This is an optimization exercise on Yosys and OpenROAD, whose aim is small area and few clock cycles, not a production implementation. Only simulation tests tie the RTL to the original design; equivalence was not proved. Power figures rest on the tool's default switching activity, not on a simulated workload.

==> flow/design.v <==
`timescale 1ns / 1ps
module RV32_CPU_top(
    input CLK100,
    input rst,
    output [9:0] LED,
    input [3:0] PB,
    output [15:2] imem_addr,
    input [31:0] imem_rdata,
    output [15:2] dmem_addr,
    input [31:0] dmem_rdata,
    output dmem_we,
    output [3:0] dmem_be,
    output [31:0] dmem_wdata
);
    wire clk = CLK100;
    reg reset, reset_sync_ff1;
    always_ff @(posedge clk) begin
        reset_sync_ff1 <= rst;
        reset <= reset_sync_ff1;
    end
    wire [31:2] memif_addr;
    wire [31:0] pc_if_out, iw_if_out;
    wire halt_pipeline;
    wire [31:0] i_rdata, d_rdata, d_wdata;
    wire d_we;
    wire [3:0] d_be;
    wire [31:2] d_addr;
    wire [31:2] io_addr;
    wire [31:0] io_rdata, io_wdata;
    wire [3:0] io_be;
    wire io_we;
    wire [31:0] rs1_data_reg_out, rs2_data_reg_out;
    wire [4:0] reg_rs1_id_out, reg_rs2_id_out;
    wire jump_enable;
    wire [31:0] jump_addr;
    wire [31:0] pc_id_out, iw_id_out;
    wire [31:0] rs1_data_id_out, rs2_data_id_out;
    wire [4:0] wb_reg_id_out;
    wire wb_enable_id_out;
    wire [1:0] wb_src_id_out;
    wire we_id_out;
    wire [31:0] pc_ex_out, iw_ex_out, alu_ex_out;
    wire [4:0] wb_reg_ex_out;
    wire wb_enable_ex_out, we_ex_out;
    wire [31:0] rs2_data_ex_out;
    wire [1:0] wb_src_ex_out;
    wire [31:0] pc_mem_out, iw_mem_out, alu_mem_out;
    wire [4:0] wb_reg_mem_out;
    wire wb_enable_mem_out;
    wire [1:0] wb_src_mem_out;
    wire [31:0] mem_rdata_mem_out, io_rdata_mem_out;
    wire [31:0] wb_reg_data_out;
    wire [4:0] wb_reg_wb_out;
    wire wb_enable_wb_out;
    wire df_ex_enable;
    wire [4:0] df_ex_reg;
    wire [31:0] df_ex_data;
    wire df_mem_enable;
    wire [4:0] df_mem_reg;
    wire [31:0] df_mem_data;
    wire df_wb_enable;
    wire [4:0] df_wb_reg;
    wire [31:0] df_wb_data;
    wire wb_from_mem_id_out;
    wire wb_from_mem_ex_out;
    wire wb_from_mem_mem_out;
    wire wb_from_mem_wb_out;
    wire we_mem_out;
    wire rs1_load_fwd_id_out, rs2_load_fwd_id_out;
    RV32_IF_top if_ (
        .clk(clk),
        .reset(reset),
        .jump_enable_in(jump_enable),
        .jump_addr_in(jump_addr),
        .halt_pipeline(halt_pipeline),
        .memif_addr(memif_addr),
        .memif_data(i_rdata),
        .pc_out(pc_if_out),
        .iw_out(iw_if_out)
    );
    assign imem_addr = memif_addr[15:2];
    assign i_rdata = imem_rdata;
    assign dmem_addr = d_addr[15:2];
    assign d_rdata = dmem_rdata;
    assign dmem_we = d_we;
    assign dmem_be = d_be;
    assign dmem_wdata = d_wdata;
    RV32_IO io (
        .clk(clk),
        .reset(reset),
        .io_addr(io_addr),
        .io_wdata(io_wdata),
        .io_we(io_we),
        .io_be(io_be),
        .io_rdata(io_rdata),
        .pushbuttons(PB),
        .leds(LED)
    );
    regs regs (
        .clk(clk),
        .reset(reset),
        .rs1_reg(reg_rs1_id_out),
        .rs2_reg(reg_rs2_id_out),
        .rs1_data(rs1_data_reg_out),
        .rs2_data(rs2_data_reg_out),
        .wb_enable(wb_enable_wb_out),
        .wb_reg(wb_reg_wb_out),
        .wb_data(wb_reg_data_out)
    );
    RV32_ID_top id (
        .clk(clk),
        .reset(reset),
        .pc_in(pc_if_out),
        .iw_in(iw_if_out),
        .regif_rs1_data(rs1_data_reg_out),
        .regif_rs2_data(rs2_data_reg_out),
        .regif_rs1_reg(reg_rs1_id_out),
        .regif_rs2_reg(reg_rs2_id_out),
        .reg_rs1_data_out(rs1_data_id_out),
        .reg_rs2_data_out(rs2_data_id_out),
        .pc_out(pc_id_out),
        .iw_out(iw_id_out),
        .wb_reg_out(wb_reg_id_out),
        .wb_enable_out(wb_enable_id_out),
        .wb_src_out(wb_src_id_out),
        .we_out(we_id_out),
        .halt_pipeline(halt_pipeline),
        .jump_enable_out(jump_enable),
        .jump_addr_out(jump_addr),
        .df_ex_enable(df_ex_enable),
        .df_ex_reg(df_ex_reg),
        .df_ex_data(df_ex_data),
        .df_mem_enable(df_mem_enable),
        .df_mem_reg(df_mem_reg),
        .df_mem_data(df_mem_data),
        .df_wb_enable(df_wb_enable),
        .df_wb_reg(df_wb_reg),
        .df_wb_data(df_wb_data),
        .df_wb_from_mem_ex(wb_from_mem_ex_out),
        .df_wb_from_mem_mem(wb_from_mem_mem_out),
        .wb_from_mem_out(wb_from_mem_id_out),
        .rs1_load_fwd_out(rs1_load_fwd_id_out),
        .rs2_load_fwd_out(rs2_load_fwd_id_out)
    );
    RV32_EX_top ex (
        .clk(clk),
        .reset(reset),
        .pc_in(pc_id_out),
        .iw_in(iw_id_out),
        .rs1_data_in(rs1_data_id_out),
        .rs2_data_in(rs2_data_id_out),
        .wb_reg_in(wb_reg_id_out),
        .wb_enable_in(wb_enable_id_out),
        .we_in(we_id_out),
        .wb_src_in(wb_src_id_out),
        .wb_src_out(wb_src_ex_out),
        .we_out(we_ex_out),
        .pc_out(pc_ex_out),
        .iw_out(iw_ex_out),
        .alu_out(alu_ex_out),
        .rs2_data_out(rs2_data_ex_out),
        .wb_reg_out(wb_reg_ex_out),
        .wb_enable_out(wb_enable_ex_out),
        .df_ex_enable(df_ex_enable),
        .wb_from_mem_out(wb_from_mem_ex_out),
        .df_ex_reg(df_ex_reg),
        .df_ex_data(df_ex_data),
        .df_wb_from_mem_wb(wb_from_mem_wb_out),
        .rs1_load_fwd_in(rs1_load_fwd_id_out),
        .rs2_load_fwd_in(rs2_load_fwd_id_out),
        .df_wb_reg(df_wb_reg),
        .df_wb_data(df_wb_data)
    );
    RV32_MEM_top mem (
        .clk(clk),
        .reset(reset),
        .pc_in(pc_ex_out),
        .iw_in(iw_ex_out),
        .alu_in(alu_ex_out),
        .rs2_data_in(rs2_data_ex_out),
        .wb_reg_in(wb_reg_ex_out),
        .wb_enable_in(wb_enable_ex_out),
        .we_in(we_ex_out),
        .pc_out(pc_mem_out),
        .iw_out(iw_mem_out),
        .alu_out(alu_mem_out),
        .wb_reg_out(wb_reg_mem_out),
        .wb_enable_out(wb_enable_mem_out),
        .wb_src_in(wb_src_ex_out),
        .wb_src_out(wb_src_mem_out),
        .we_out(we_mem_out),
        .memif_addr(d_addr),
        .memif_rdata(d_rdata),
        .memif_we(d_we),
        .memif_be(d_be),
        .memif_wdata(d_wdata),
        .io_addr(io_addr),
        .io_rdata(io_rdata),
        .io_we(io_we),
        .io_be(io_be),
        .io_wdata(io_wdata),
        .mem_rdata_out(mem_rdata_mem_out),
        .io_rdata_out(io_rdata_mem_out),
        .df_mem_enable(df_mem_enable),
        .df_mem_reg(df_mem_reg),
        .df_mem_data(df_mem_data),
        .wb_from_mem_out(wb_from_mem_mem_out)
    );
    RV32_WB_top wb (
        .clk(clk),
        .reset(reset),
        .pc_in(pc_mem_out),
        .iw_in(iw_mem_out),
        .alu_in(alu_mem_out),
        .mem_rdata_in(mem_rdata_mem_out),
        .io_rdata_in(io_rdata_mem_out),
        .wb_reg_in(wb_reg_mem_out),
        .wb_enable_in(wb_enable_mem_out),
        .wb_src_in(wb_src_mem_out),
        .regif_wb_enable(wb_enable_wb_out),
        .regif_wb_reg(wb_reg_wb_out),
        .regif_wb_data(wb_reg_data_out),
        .df_wb_enable(df_wb_enable),
        .df_wb_reg(df_wb_reg),
        .df_wb_data(df_wb_data),
        .wb_from_mem_out(wb_from_mem_wb_out)
    );
endmodule
`timescale 1ns / 1ps
module RV32_IF_top(
    input clk,
    input reset,
    input halt_pipeline,
    input jump_enable_in,
    input [31:0] jump_addr_in,
    output [31:2] memif_addr,
    input [31:0] memif_data,
    output reg [31:0] pc_out,
    output [31:0] iw_out
);
    reg [31:0] pc;
    parameter PC_RESET = 32'h00000000;
    always_ff @(posedge clk) begin
        if (reset) begin
            pc     <= PC_RESET;
            pc_out <= PC_RESET;
        end
        else if (!halt_pipeline) begin
            pc_out <= pc;
            if (jump_enable_in) begin
                pc <= jump_addr_in;   
            end
            else begin
                pc <= pc + 4;         
            end
        end
    end
    assign memif_addr = pc[31:2];
    assign iw_out = memif_data;
endmodule
`timescale 1ns / 1ps
module RV32_ID_top(
    input clk,
    input reset,
    input [31:0] pc_in,
    input [31:0] iw_in,
    output [4:0] regif_rs1_reg,
    output [4:0] regif_rs2_reg,
    input [31:0] regif_rs1_data,
    input [31:0] regif_rs2_data,
    input        df_ex_enable,
    input [4:0]  df_ex_reg,
    input [31:0] df_ex_data,
    input        df_mem_enable,
    input [4:0]  df_mem_reg,
    input [31:0] df_mem_data,
    input        df_wb_enable,
    input [4:0]  df_wb_reg,
    input [31:0] df_wb_data,
    input        df_wb_from_mem_ex,
    input        df_wb_from_mem_mem,
    output logic jump_enable_out,
    output logic [31:0] jump_addr_out,
    output reg [31:0] pc_out,
    output reg [31:0] iw_out,
    output reg [31:0] reg_rs1_data_out,
    output reg [31:0] reg_rs2_data_out,
    output reg [4:0] wb_reg_out,
    output reg [1:0] wb_src_out,
    output reg we_out,
    output reg wb_enable_out,
    output reg halt_pipeline,
    output logic wb_from_mem_out,
    output reg rs1_load_fwd_out,
    output reg rs2_load_fwd_out
);
    logic save_valid;
    logic [31:0] saved_pc, saved_iw;
    assign regif_rs1_reg = (save_valid) ? saved_iw[19:15] : iw_in[19:15];
    assign regif_rs2_reg = (save_valid) ? saved_iw[24:20] : iw_in[24:20];
    wire [6:0] opcode = (save_valid) ? saved_iw[6:0] : iw_in[6:0];
    wire [2:0] funct3 = (save_valid) ? saved_iw[14:12] : iw_in[14:12];
    wire [31:0] imm_jal = (save_valid) ? {{12{saved_iw[31]}}, saved_iw[19:12], saved_iw[20], saved_iw[30:21], 1'b0}
                                        :{{12{iw_in[31]}}, iw_in[19:12], iw_in[20], iw_in[30:21], 1'b0};
    wire [31:0] imm_branch = (save_valid) ? {{20{saved_iw[31]}}, saved_iw[7], saved_iw[30:25], saved_iw[11:8], 1'b0}
                                           : {{20{iw_in[31]}}, iw_in[7], iw_in[30:25], iw_in[11:8], 1'b0};
    wire [31:0] imm_jalr = (save_valid) ? {{20{saved_iw[31]}}, saved_iw[31:20]}
                                         : {{20{iw_in[31]}}, iw_in[31:20]};
    logic flush_next;
    logic [31:0] rs1_val, rs2_val;
    logic [1:0] wb_src_next;
    logic rs1_mem_load, rs2_mem_load;
    assign wb_from_mem_out = (opcode == 7'b0000011);  
    wire stall_ex = !flush_next && df_wb_from_mem_ex &&
        ((df_ex_reg == regif_rs1_reg && regif_rs1_reg != 0) ||
         (df_ex_reg == regif_rs2_reg && regif_rs2_reg != 0));
    wire stall_mem = !flush_next && df_wb_from_mem_mem &&
        (((opcode == 7'b1100011) &&
          ((df_mem_reg == regif_rs1_reg && regif_rs1_reg != 0) ||
           (df_mem_reg == regif_rs2_reg && regif_rs2_reg != 0))) ||
         ((opcode == 7'b1100111) &&
          (df_mem_reg == regif_rs1_reg && regif_rs1_reg != 0)));
    assign halt_pipeline = stall_ex || stall_mem;
    always_ff @(posedge clk) begin
        if (reset)
            flush_next <= 1;
        else
            flush_next <= jump_enable_out;
    end
    always_ff @(posedge clk) begin
        if (reset) begin
            save_valid <= 0;
            saved_pc <= 0;
            saved_iw <= 0;
        end else if ((stall_ex || stall_mem) && !save_valid) begin
            saved_pc <= pc_in;
            saved_iw <= iw_in;
            save_valid <= 1;
        end else if (!stall_ex && !stall_mem && save_valid) begin
            save_valid <= 0;
        end
    end
    always_comb begin
        if (regif_rs1_reg != 0) begin
            if (df_ex_enable && df_ex_reg == regif_rs1_reg)
                rs1_val = df_ex_data;
            else if (df_mem_enable && df_mem_reg == regif_rs1_reg &&
                     !(df_ex_enable && df_ex_reg == regif_rs1_reg))
                rs1_val = df_mem_data;
            else if (df_wb_enable && df_wb_reg == regif_rs1_reg &&
                     !(df_ex_enable && df_ex_reg == regif_rs1_reg) &&
                     !(df_mem_enable && df_mem_reg == regif_rs1_reg))
                rs1_val = df_wb_data;
            else
                rs1_val = regif_rs1_data;
        end else rs1_val = 0;
        if (regif_rs2_reg != 0) begin
            if (df_ex_enable && df_ex_reg == regif_rs2_reg)
                rs2_val = df_ex_data;
            else if (df_mem_enable && df_mem_reg == regif_rs2_reg &&
                     !(df_ex_enable && df_ex_reg == regif_rs2_reg))
                rs2_val = df_mem_data;
            else if (df_wb_enable && df_wb_reg == regif_rs2_reg &&
                     !(df_ex_enable && df_ex_reg == regif_rs2_reg) &&
                     !(df_mem_enable && df_mem_reg == regif_rs2_reg))
                rs2_val = df_wb_data;
            else
                rs2_val = regif_rs2_data;
        end else rs2_val = 0;
        rs1_mem_load = (regif_rs1_reg != 0) && df_wb_from_mem_mem &&
                       df_mem_enable && df_mem_reg == regif_rs1_reg &&
                       !(df_ex_enable && df_ex_reg == regif_rs1_reg);
        rs2_mem_load = (regif_rs2_reg != 0) && df_wb_from_mem_mem &&
                       df_mem_enable && df_mem_reg == regif_rs2_reg &&
                       !(df_ex_enable && df_ex_reg == regif_rs2_reg);
        jump_enable_out = 0;
        jump_addr_out = 0;
        if (!flush_next && !halt_pipeline) begin
            case (opcode)
                7'b1101111: begin
                    jump_enable_out = 1;
                    jump_addr_out = pc_in + imm_jal;
                end
                7'b1100111: begin
                    jump_enable_out = 1;
                    jump_addr_out = (rs1_val + imm_jalr) & ~32'b1;
                end
                7'b1100011: begin
                    case (funct3)
                        3'b000: if (rs1_val == rs2_val) jump_enable_out = 1;
                        3'b001: if (rs1_val != rs2_val) jump_enable_out = 1;
                        3'b100: if ($signed(rs1_val) < $signed(rs2_val)) jump_enable_out = 1;
                        3'b101: if ($signed(rs1_val) >= $signed(rs2_val)) jump_enable_out = 1;
                        3'b110: if (rs1_val < rs2_val) jump_enable_out = 1;
                        3'b111: if (rs1_val >= rs2_val) jump_enable_out = 1;
                    endcase
                    if (jump_enable_out)
                        jump_addr_out = pc_in + imm_branch;
                end
            endcase
        end
        wb_src_next = 2'b00;
        if (opcode == 7'b0000011)
            wb_src_next = 2'b01;
    end
    always_ff @(posedge clk) begin
        if (reset) begin
            pc_out <= 0;
            iw_out <= 0;
            reg_rs1_data_out <= 0;
            reg_rs2_data_out <= 0;
            wb_reg_out <= 0;
            we_out <= 0;
            wb_src_out <= 0;
            wb_enable_out <= 0;
            rs1_load_fwd_out <= 0;
            rs2_load_fwd_out <= 0;
        end else if (stall_ex || stall_mem) begin
            iw_out <= 32'h00000013;
            pc_out <= 0;
            reg_rs1_data_out <= 0;
            reg_rs2_data_out <= 0;
            wb_reg_out <= 0;
            we_out <= 0;
            wb_enable_out <= 0;
            wb_src_out <= 2'b00;
            rs1_load_fwd_out <= 0;
            rs2_load_fwd_out <= 0;
        end else if (save_valid && !stall_ex && !stall_mem) begin
            iw_out <= saved_iw;
            pc_out <= saved_pc;
            reg_rs1_data_out <= rs1_val;
            reg_rs2_data_out <= rs2_val;
            wb_reg_out <= saved_iw[11:7];
            we_out <= (saved_iw[6:0] == 7'b0100011);
            wb_src_out <= wb_src_next;
            rs1_load_fwd_out <= rs1_mem_load;
            rs2_load_fwd_out <= rs2_mem_load;
            wb_enable_out <= (saved_iw[6:0] == 7'b0000011 ||
                              saved_iw[6:0] == 7'b0010011 ||
                              saved_iw[6:0] == 7'b0010111 ||
                              saved_iw[6:0] == 7'b0110011 ||
                              saved_iw[6:0] == 7'b0110111 ||
                              saved_iw[6:0] == 7'b1100111 ||
                              saved_iw[6:0] == 7'b1101111);
        end else if (flush_next) begin
            iw_out <= 32'h00000013;
            reg_rs1_data_out <= 0;
            reg_rs2_data_out <= 0;
            wb_reg_out <= 0;
            wb_enable_out <= 0;
            wb_src_out <= 2'b00;
            we_out <= 0;
            rs1_load_fwd_out <= 0;
            rs2_load_fwd_out <= 0;
        end else begin
            iw_out <= iw_in;
            pc_out <= pc_in;
            reg_rs1_data_out <= rs1_val;
            reg_rs2_data_out <= rs2_val;
            wb_reg_out <= iw_in[11:7];
            we_out <= (opcode == 7'b0100011);
            wb_src_out <= wb_src_next;
            rs1_load_fwd_out <= rs1_mem_load;
            rs2_load_fwd_out <= rs2_mem_load;
            wb_enable_out <= (opcode == 7'b0000011 ||
                              opcode == 7'b0010011 ||
                              opcode == 7'b0010111 ||
                              opcode == 7'b0110011 ||
                              opcode == 7'b0110111 ||
                              opcode == 7'b1100111 ||
                              opcode == 7'b1101111);
        end
    end
endmodule
`timescale 1ns / 1ps
module RV32_EX_top(
    input logic clk,
    input logic reset,
    input logic [31:0] pc_in,
    input logic [31:0] iw_in,
    input logic [31:0] rs1_data_in,
    input logic [31:0] rs2_data_in,
    input logic [4:0] wb_reg_in,
    input logic wb_enable_in,
    input logic we_in,
    input [1:0] wb_src_in,
    input logic df_wb_from_mem_wb,
    input logic [4:0] df_wb_reg,
    input logic [31:0] df_wb_data,
    input logic rs1_load_fwd_in,
    input logic rs2_load_fwd_in,
    output reg [31:0] pc_out,
    output reg [31:0] iw_out,
    output reg [31:0] alu_out,
    output reg [4:0] wb_reg_out,
    output reg wb_enable_out,
    output reg we_out,
    output reg [1:0] wb_src_out,
    output logic [31:0] rs2_data_out,
    output logic wb_from_mem_out,
    output logic df_ex_enable,
    output logic [4:0] df_ex_reg,
    output logic [31:0] df_ex_data
);
    logic [31:0] rs1_val, rs2_val;
    always_comb begin
        rs1_val = rs1_data_in;
        rs2_val = rs2_data_in;
        if (df_wb_from_mem_wb && df_wb_reg != 0) begin
            if (rs1_load_fwd_in && df_wb_reg == iw_in[19:15])   
                rs1_val = df_wb_data;
            if (rs2_load_fwd_in && df_wb_reg == iw_in[24:20])   
                rs2_val = df_wb_data;
        end
    end
    logic[31:0] alu_result;
    ALU alu(
        .iw_in(iw_in),
        .pc_in(pc_in),
        .rs1_data_in(rs1_val),
        .rs2_data_in(rs2_val),
        .alu_out(alu_result)
    );
    always_ff @(posedge clk) begin
        if (reset) begin
            pc_out <= 32'b0;
            iw_out <= 32'b0;
            alu_out <= 32'b0;
            we_out <= 1'b0;
            rs2_data_out <= 32'b0;
            wb_reg_out <= 5'b0;
            wb_enable_out <= 1'b0;
            wb_src_out <= 2'b00;
        end else begin  
            pc_out <= pc_in;
            iw_out <= iw_in;
            we_out <= we_in;
            alu_out <= alu_result;
            rs2_data_out <= rs2_val;
            wb_reg_out <= wb_reg_in;
            wb_enable_out <= wb_enable_in;
            wb_src_out <= wb_src_in;
        end
    end
    assign df_ex_enable = wb_enable_in;
    assign df_ex_reg = wb_reg_in;
    assign df_ex_data = alu_result;
    assign wb_from_mem_out = (wb_src_in == 2'b01 || wb_src_in == 2'b10);
endmodule
`timescale 1ns / 1ps
module ALU(
    input logic [31:0] iw_in,         
    input logic [31:0] pc_in,         
    input logic [31:0] rs1_data_in,   
    input logic [31:0] rs2_data_in,   
    output logic [31:0] alu_out       
);
    logic [6:0] opcode;      
    logic [2:0] funct3;      
    logic [6:0] funct7;      
    logic [31:0] imm;        
    logic [4:0] shamt;       
    logic [31:0] imm_s;      
    logic [31:0] imm_j;      
    always_comb begin
        opcode = iw_in[6:0];
        funct3 = iw_in[14:12];
        funct7 = iw_in[31:25];
        imm = iw_in[31:20];   
        shamt = iw_in[24:20];   
        imm = {{20{iw_in[31]}}, iw_in[31:20]};
        imm_j = {{11{iw_in[31]}}, iw_in[19:12], iw_in[20], iw_in[30:21]};
        imm_s = {{20{iw_in[31]}}, iw_in[31:25], iw_in[11:7]};
    end
    always_comb begin
        alu_out = 32'b0;
        case (opcode)
            7'b0110011: begin   
                case (funct3)
                    3'b000: begin
                        if (funct7 == 7'b0000000) begin   
                            alu_out = rs1_data_in + rs2_data_in;
                        end else if (funct7 == 7'b0100000) begin   
                            alu_out = rs1_data_in - rs2_data_in;
                        end
                    end
                    3'b001: begin   
                        alu_out = rs1_data_in << rs2_data_in[4:0];
                    end
                    3'b010: begin   
                        alu_out = $signed(rs1_data_in) < $signed(rs2_data_in) ? 1 : 0;
                    end
                    3'b011: begin   
                        alu_out = $unsigned(rs1_data_in) < $unsigned(rs2_data_in) ? 1 : 0;
                    end
                    3'b100: begin   
                        alu_out = rs1_data_in ^ rs2_data_in;
                    end
                    3'b101: begin
                        if (funct7 == 7'b0000000) begin   
                            alu_out = rs1_data_in >> rs2_data_in[4:0];
                        end else if (funct7 == 7'b0100000) begin   
                            alu_out = $signed(rs1_data_in) >>> rs2_data_in[4:0];
                        end
                    end
                    3'b110: begin   
                        alu_out = rs1_data_in | rs2_data_in;
                    end
                    3'b111: begin   
                        alu_out = rs1_data_in & rs2_data_in;
                    end
                endcase
            end
            7'b0010011: begin   
                case (funct3)
                    3'b000: begin   
                        alu_out = rs1_data_in + $signed(imm);
                    end
                    3'b001: begin   
                        alu_out = rs1_data_in << shamt;
                    end
                    3'b010: begin   
                        alu_out = $signed(rs1_data_in) < $signed(imm) ? 1 : 0;
                    end
                    3'b011: begin   
                        alu_out = $unsigned(rs1_data_in) < $unsigned(imm) ? 1 : 0;
                    end
                    3'b100: begin   
                        alu_out = rs1_data_in ^ $signed(imm);
                    end
                    3'b110: begin   
                        alu_out = rs1_data_in | $signed(imm);
                    end
                    3'b111: begin   
                        alu_out = rs1_data_in & $signed(imm);
                    end
                    3'b101: begin
                        if (funct7 == 7'b0100000) begin   
                            alu_out = $signed(rs1_data_in) >>> shamt;
                        end else begin   
                            alu_out = rs1_data_in >> shamt;
                        end
                    end
                endcase
            end
            7'b0000011: begin   
                case (funct3)
                    3'b000: begin   
                        alu_out = $signed(rs1_data_in + $signed(imm));   
                    end
                    3'b001: begin   
                        alu_out = $signed(rs1_data_in + $signed(imm));   
                    end
                    3'b010: begin   
                        alu_out = rs1_data_in + $signed(imm);   
                    end
                    3'b100: begin   
                        alu_out = {24'b0, rs1_data_in + $unsigned(imm)};   
                    end
                    3'b101: begin   
                        alu_out = {16'b0, rs1_data_in + $unsigned(imm)};   
                    end
                endcase
            end
            7'b0100011: begin   
                case (funct3)
                    3'b000: begin   
                        alu_out = rs1_data_in + $signed(imm_s);   
                    end
                    3'b001: begin   
                        alu_out = rs1_data_in + $signed(imm_s);   
                    end
                    3'b010: begin   
                        alu_out = rs1_data_in + $signed(imm_s);   
                    end
                endcase
            end
            7'b1101111: begin   
                alu_out = pc_in + 4;
            end
            7'b1100111: begin   
                alu_out = pc_in + 4;
            end
            7'b0110111: begin   
                alu_out = {iw_in[31:12], 12'b0};   
            end
            7'b0010111: begin   
                alu_out = pc_in + {iw_in[31:12], 12'b0};   
            end
            default: begin
                alu_out = 32'b0;   
            end
        endcase
    end    
endmodule
`timescale 1ns / 1ps
module RV32_MEM_top(
    input clk,
    input reset,
    input [31:0] pc_in,
    input logic [31:0] iw_in,
    input [31:0] alu_in,
    input [4:0] wb_reg_in,
    input  we_in,
    input wb_enable_in,
    input [31:0] rs2_data_in,
    output logic [31:2] memif_addr,
    input [31:0] memif_rdata,
    output logic memif_we,
    input  [1:0] wb_src_in,
    output reg [1:0] wb_src_out,
    output reg we_out,
    output logic [3:0] memif_be,
    output logic [31:0] memif_wdata,
    output logic [31:2] io_addr,
    input [31:0] io_rdata,
    output logic io_we,
    output logic [3:0] io_be,
    output logic [31:0] io_wdata,
    output reg [31:0] pc_out,
    output reg [31:0] iw_out,
    output reg [31:0] alu_out,
    output reg [4:0] wb_reg_out,
    output reg wb_enable_out,
    output logic [31:0] mem_rdata_out,
    output logic [31:0] io_rdata_out,
    output logic df_mem_enable,
    output logic [4:0] df_mem_reg,
    output logic [31:0] df_mem_data,
    output logic wb_from_mem_out
);
    always_ff @(posedge clk) begin
        if (reset) begin
            pc_out <= 0;
            iw_out <= 0;
            alu_out <= 0;
            we_out <= 0;
            wb_reg_out <= 0;
            wb_enable_out <= 0;
            wb_src_out <= 0;
        end else begin
            pc_out <= pc_in;
            iw_out <= iw_in;
            alu_out <= alu_in;
            we_out <= we_in;
            wb_reg_out <= wb_reg_in;
            wb_enable_out <= wb_enable_in;
            if (wb_src_in == 2'b01) begin  
                if (alu_in[31] == 1'b1)
                    wb_src_out <= 2'b10;  
                else
                    wb_src_out <= 2'b01;  
            end else begin
                wb_src_out <= wb_src_in;
            end
        end
    end
    assign df_mem_enable = wb_enable_in;
    assign df_mem_reg = wb_reg_in;
    assign df_mem_data = alu_in;
    logic is_store;
    assign is_store = (iw_in[6:0] == 7'b0100011);   
    logic [3:0] store_be;
    always_comb begin
        case (iw_in[14:12])
            3'b000: store_be = 4'b0001 << alu_in[1:0];               
            3'b001: store_be = (alu_in[1]) ? 4'b1100 : 4'b0011;      
            3'b010: store_be = 4'b1111;                              
            default: store_be = 4'b0000;
        endcase
    end
    logic [31:0] shifted_wdata;
    always_comb begin
        case (iw_in[14:12])
            3'b000: shifted_wdata = rs2_data_in[7:0] << (8 * alu_in[1:0]);
            3'b001: shifted_wdata = rs2_data_in[15:0] << (8 * {alu_in[1], 1'b0});
            3'b010: shifted_wdata = rs2_data_in;
            default: shifted_wdata = 32'b0;
        endcase
    end
    always_comb begin
        memif_addr = alu_in[31:2];
        io_addr    = alu_in[31:2];
        memif_wdata = shifted_wdata;
        io_wdata    = shifted_wdata;
        memif_we = 0;
        io_we    = 0;
        memif_be = 4'b0000;
        io_be    = 4'b0000;
        if (is_store && we_in) begin
            if (alu_in[31] == 0) begin
                memif_we = 1;
                memif_be = store_be;
            end else begin
                io_we = 1;
                io_be = store_be;
            end
        end
    end
    assign mem_rdata_out = memif_rdata;
    assign io_rdata_out  = io_rdata;
    assign wb_from_mem_out = (wb_src_in == 2'b01 || wb_src_in == 2'b10);
endmodule
`timescale 1ns / 1ps
module RV32_WB_top(
    input clk,
    input reset,
    input [31:0] pc_in,
    input [31:0] iw_in,
    input [31:0] alu_in,
    input [31:0] mem_rdata_in,      
    input [31:0] io_rdata_in,       
    input [4:0] wb_reg_in,
    input wb_enable_in,
    input [1:0] wb_src_in,
    output logic [4:0] regif_wb_reg,
    output logic regif_wb_enable,
    output logic [31:0] regif_wb_data,
    output logic df_wb_enable,
    output logic [4:0] df_wb_reg,
    output logic [31:0] df_wb_data,
    output logic wb_from_mem_out
);
    logic [31:0] load_data;
    logic [31:0] rdata;
    always_comb begin
        case (wb_src_in)
            2'b01: rdata = mem_rdata_in;
            2'b10: rdata = io_rdata_in;
            default: rdata = alu_in;   
        endcase
        if (iw_in[6:0] == 7'b0000011) begin   
            case (iw_in[14:12])
                3'b000: begin   
                    case (alu_in[1:0])
                        2'b00: load_data = {{24{rdata[7]}},  rdata[7:0]};
                        2'b01: load_data = {{24{rdata[15]}}, rdata[15:8]};
                        2'b10: load_data = {{24{rdata[23]}}, rdata[23:16]};
                        2'b11: load_data = {{24{rdata[31]}}, rdata[31:24]};
                    endcase
                end
                3'b001: begin   
                    case (alu_in[1])
                        1'b0: load_data = {{16{rdata[15]}}, rdata[15:0]};
                        1'b1: load_data = {{16{rdata[31]}}, rdata[31:16]};
                    endcase
                end
                3'b010: load_data = rdata;  
                3'b100: begin   
                    case (alu_in[1:0])
                        2'b00: load_data = {24'b0, rdata[7:0]};
                        2'b01: load_data = {24'b0, rdata[15:8]};
                        2'b10: load_data = {24'b0, rdata[23:16]};
                        2'b11: load_data = {24'b0, rdata[31:24]};
                    endcase
                end
                3'b101: begin   
                    case (alu_in[1])
                        1'b0: load_data = {16'b0, rdata[15:0]};
                        1'b1: load_data = {16'b0, rdata[31:16]};
                    endcase
                end
                default: load_data = 32'b0;
            endcase
        end else begin
            load_data = rdata;   
        end
    end
    assign regif_wb_enable = wb_enable_in;
    assign regif_wb_reg    = wb_reg_in;
    assign regif_wb_data   = load_data;
    assign df_wb_enable = wb_enable_in;
    assign df_wb_reg    = wb_reg_in;
    assign df_wb_data   = load_data;
    assign wb_from_mem_out = (wb_src_in == 2'b01 || wb_src_in == 2'b10);
endmodule
`timescale 1ns / 1ps
module RV32_IO(
    input clk,
    input reset,
    input [31:2] io_addr,
    input [31:0] io_wdata,
    input io_we,
    input [3:0] io_be,
    output logic [31:0] io_rdata,
    input [3:0] pushbuttons,
    output reg [9:0] leds
);
    localparam ADDR_LED  = 2'b01;   
    localparam ADDR_PB   = 2'b00;   
    always_ff @(posedge clk) begin
        if (reset) begin
            leds <= 10'b0;
            io_rdata <= 32'b0;
        end else begin
            if (io_we) begin
                case (io_addr[3:2])
                    ADDR_LED: begin
                        if (io_be[0]) leds[7:0]   <= io_wdata[7:0];
                        if (io_be[1]) leds[9:8]   <= io_wdata[9:8];
                    end
                endcase
            end
            case (io_addr[3:2])
                ADDR_PB: io_rdata <= {28'b0, pushbuttons};
                default: io_rdata <= 32'b0;
            endcase
        end
    end
endmodule
`timescale 1ns / 1ps
module regs(
    input clk,              
    input reset,           
    input [4:0] rs1_reg,    
    input [4:0] rs2_reg,    
    input wb_enable,        
    input [4:0] wb_reg,     
    input [31:0] wb_data,   
    output [31:0] rs1_data, 
    output [31:0] rs2_data  
);
    logic [31:0] registers [31:0];
    always_ff @(posedge clk) begin
        if (reset) begin
            for (int i = 0; i < 32; i = i + 1) begin
                registers[i] <= 32'b0;
            end
        end
        else if (wb_enable && wb_reg != 5'b00000) begin
            registers[wb_reg] <= wb_data;   
        end
    end
    assign rs1_data = (rs1_reg == 5'b00000) ? 32'b0 : registers[rs1_reg];
    assign rs2_data = (rs2_reg == 5'b00000) ? 32'b0 : registers[rs2_reg];
endmodule
==> flow/run.sh <==
#!/bin/bash
# synth_recipe.tcl (not shown) runs the flow's synth.tcl, then flattens the netlist and writes it again
# the make line also repeats each setting of config.mk as NAME=value (left out here)
make -C /OpenROAD-flow-scripts/flow DESIGN_CONFIG=/design/flow/config.mk WORK_HOME=/design/flow/orfs CLKGATE_MAP_FILE= SYNTH_SCRIPT=/design/flow/synth_recipe.tcl finish
==> flow/config.mk <==
export PLATFORM = sky130hd
export DESIGN_NAME = RV32_CPU_top
export DESIGN_NICKNAME = RV32_CPU_top
export VERILOG_FILES = /design/flow/design.v
export SDC_FILE = /design/flow/constraint.sdc
export NUM_CORES = 4
export LEC_CHECK = 0
export CAP_MARGIN = 20
export CORE_MARGIN = 2
export CORE_UTILIZATION = 40
export SLEW_MARGIN = 20
==> flow/constraint.sdc <==
create_clock -name core_clock -period 16.0 [get_ports {CLK100}]
set_input_delay 3.2000 -clock core_clock [delete_from_list [all_inputs] [get_ports {CLK100}]]
set_output_delay 3.2000 -clock core_clock [all_outputs]
set_load 0.01 [all_outputs]
==> flow_summary_export.csv <==
group,metric,value,unit
setup_path,arrival,14720,ps
synthesis,synth.largest_area_cell,"edfxtp_1",
global_routing,grt_max_degree,138,
setup_path,cp-end-kind,"flop",
setup_path,critPathKind,"in -> reg",
clock_tree,post_cts_buffers,0,
synthesis,synth_most_common_cell,"nand2_1",
sta,setup_viol,0,
power,p_leak,39.90,nW
sta,final_hold_viol_count,0,
clock_tree,cts_sinks,1435,
floorplanning,core_area,243000,µm²
sta,rsz0062_at_grt,"no",
floorplanning,start_util,40.17,%
clock_tree,cts-resized-gates,0,
synthesis,async_flop_share,0,%
clock_tree,cts_max_path_buffers,3,
run_status,status,"complete, no violations",
cells_and_area,largest_reg_flops,1024,
cells_and_area,regArea,38990,µm²
clock_tree,cts_buffers,165,
detailed_routing,vias,101100,
clock_tree,cts_root_buffer,"clkbuf_16",
clock_tree,cts_tree,"yes",
synthesis,synth_edf_count,1024,
synthesis,yosysSeqAreaShare,39.93,%
cells_and_area,synthToLayoutAreaGrowth,10.82,%
cells_and_area,drive_above_1_share,7.489,%
place,port_buffers,144,
sta,period_share,86.98,%
sta,maxSlewViolCount,0,
setup_path,slowest_stage,"a211oi_1",
synthesis,netlist_top_cells_count,"nand2_1 (2,681), nor2_1 (1,688), nand3_1 (1,106)",
floorplanning,ioPinCount,145,
setup_path,start_kind,"primary input",
synthesis,ys_seq_elements,1435,
synthesis,ys.flop_type,"edfxtp_1",
detailed_routing,wl_per_cell,33.76,µm
place,gp_congestion,1.068,
sta,fin_crit,13920,ps
floorplanning,dieHeight,498,µm
synthesis,ys_top_cells_by_area,"edfxtp_1 (32%), nand2_1 (10%), dfxtp_1 (8.4%)",
setup_path,path_common_cell,"a21oi_1",
cells_and_area,num-nets-final,12330,
cells_and_area,final_util,44.52,%
synthesis,postSynthCellCount,12340,
synthesis,ys_warn_count,10,
clock_tree,htree_levels,4,
sta,skew,64.62,ps
sta,fin_tns_setup,0,ps
setup_path,cp_slowest_stage_delay,710,ps
synthesis,ys_types,114,
detailed_routing,drc,0,
run,maxCapViolCount,0,
power,cellPowerDensity,93.00,nW/µm²
cells_and_area,multi_input_area,54360,µm²
power,peakVddDrop,0.0001168,V
worst_hold_path,hp-class,"reg -> reg",
global_routing,grt_overflow,0,
cells_and_area,largest-register,"regs.registers",
setup_path,path_max_fanout,7,
detailed_routing,drt-pass1-iter-count,7,
detailed_routing,ant_nets,0,
floorplanning,fp.dieW,498,µm
cells_and_area,nFillCells,23850,
sta,fmaxAchievable,71.86,MHz
global_routing,grt_usage,40.04,%
clock_tree,clkLatencyLatePin,880,ps
sta,worstMarginPinSlew,1263,ps
detailed_routing,drtIter0Drc,15680,
floorplanning,rows,181,
clock_tree,holdBufCountCts,0,
setup_path,worstPathRequired,16800,ps
detailed_routing,wl,516.3,mm
synthesis,synth_top_area_share,31.50,%
clock_tree,path_clk_slew,60,ps
place,hpwl,345.6,mm
synthesis,netlist_area,97610,µm²
global_routing,grt_pass1_wl,718.7,mm
sta,max_slew_margin,15.22,%
detailed_routing,viasPerCell,6.613,
floorplanning,dieArea,248000,µm²
synthesis,syn_area_per_cell,7.910,µm²
global_routing,antenna_found_initial,42,
global_routing,grt_pass1_vias,94280,
[area by class of cell]
cell class              instances  share of cell area, %
inverters                     211                 0.7680
well taps                    3202                  3.704
clock buffers                 207                  4.115
repair buffers                487                  3.996
diodes                         32                0.07403
flip-flops and latches       1435                  36.05
multi-input cells            9623                  50.26
clock inverters                95                  1.038
[path summary, 6_finish.rpt]
check / startpoint / endpoint / slack (ps) / cells past startpoint
hold reg to reg: reset_sync_ff1$_DFF_P_ / reset$_DFF_P_ / 330 / 0
setup / recovery: dmem_rdata[0] / if_.pc[31]$_SDFFE_PP0N_ / 2080 / 39
hold / removal: reset_sync_ff1$_DFF_P_ / reset$_DFF_P_ / 330 / 0
setup reg to reg: mem.wb_reg_out[2]$_SDFF_PP0_ / if_.pc[31]$_SDFFE_PP0N_ / 2700 / 36
[report_power, final]
| group | total [mW] | internal, mW | leakage (nW) | switching (mW) |
|---|---|---|---|---|
| clock network | 3.94 | 2.22 | 2.68 | 1.72 |
| registers | 4.19 | 4.09 | 13.9 | 0.0979 |
| logic | 1.93 | 0.531 | 23.3 | 1.40 |
[layer usage]
layer / share of wire [%] / track usage, % / wire length [µm]
met1: 37 / 49.18 / 188700
met4: 8.8 / 29.26 / 45370
met5: 0.041 / 0 / 212
met3: 11 / 8.782 / 55350
met2: 44 / 61.91 / 226700
[placed cells by master (no fill, tap or decap), types with 47 or more instances in the layout]
master and count:
nand2_1 2617, edfxtp_1 1024, o221ai_1 79, a211oi_1 82, clkdlybuf4s50_1 144, a221oi_1 82, inv_1 191, xnor2_1 163
and2_1 92, clkbuf_16 169, nand4_1 47, a311oi_1 313, a21o_1 103, ha_1 328, nand2_2 63, dfxtp_1 401
a21oi_1 645, a31oi_1 139, o21a_1 49, and3_1 193, o21bai_1 50, o211ai_1 66, mux2i_1 230, nor2_1 1672
nor3_1 87, a22oi_1 48, o21ai_0 483, nor2b_1 94, buf_4 315, nand3_1 1105
[cell families after synthesis]
family | count (synthesis) | share of synthesized area [%]
simple gates | 6191 | 27.16
compound gates | 2528 | 17.44
flops | 1435 | 39.93
buf+inv | 1313 | 5.246
fa+ha+maj | 338 | 4.394
mux | 325 | 3.950
xor+xnor | 209 | 1.875
other cells | 1 | 0.003842
[critical path, delay by kind of cell]
family          cells  cell delay, ps
fa+ha+maj           3            1190
simple gates       10            2440
compound gates     24            7010
buf+inv             1             640
xor+xnor            1             190
[through the flow]
| step | cell area [µm²] | total power [mW] | setup slack [ps] | std cells | hold WS [ps] |
|---|---|---|---|---|---|
| after floorplan | 97730 | 5.275 | 3690 | 12370 | 309.6 |
| after global placement | 102400 | 6.089 | 1749 | 14950 | 315.5 |
| after detailed placement | 102400 | 6.091 | 1618 | 14950 | 318.0 |
| after CTS | 108000 | 9.980 | 2492 | 15260 | 328.7 |
| after global routing | 108100 | 10.29 | 1888 | 15270 | 329.5 |
| final | 108200 | 10.06 | 2083 | 15290 | 326.1 |
Testbench counts, summed over its fixed seeds: cycles 194,437.

-- separate check: timing with driven ports --
In the flow no input, the clock included, has a driving cell. The finished layout below was timed again as built, in two steps.
Step 1 sets driving cells, clkbuf_16 on the clock port and buf_2 on the other inputs (assumed; they add their load-dependent delay and slew).
Step 2 adds t to the input delays and takes it off the output delays; t is the mean of the earliest and latest rising clock arrival at the registers after step 1. Input paths then give back, and output paths get back, about the clock's delay inside the block.
a / b / c = no drivers / after step 1 / after step 2; a / b = the first two.
t (ns): 0.947
setup WS [ns]: 2.083 / 2.151 / 1.204
latest minus earliest clock arrival (ns): 0.078 / 0.078
After both steps setup and hold are still met in this run. The setup slack of this run moves by +0.068 ns with the drivers and by -0.879 ns with both steps.
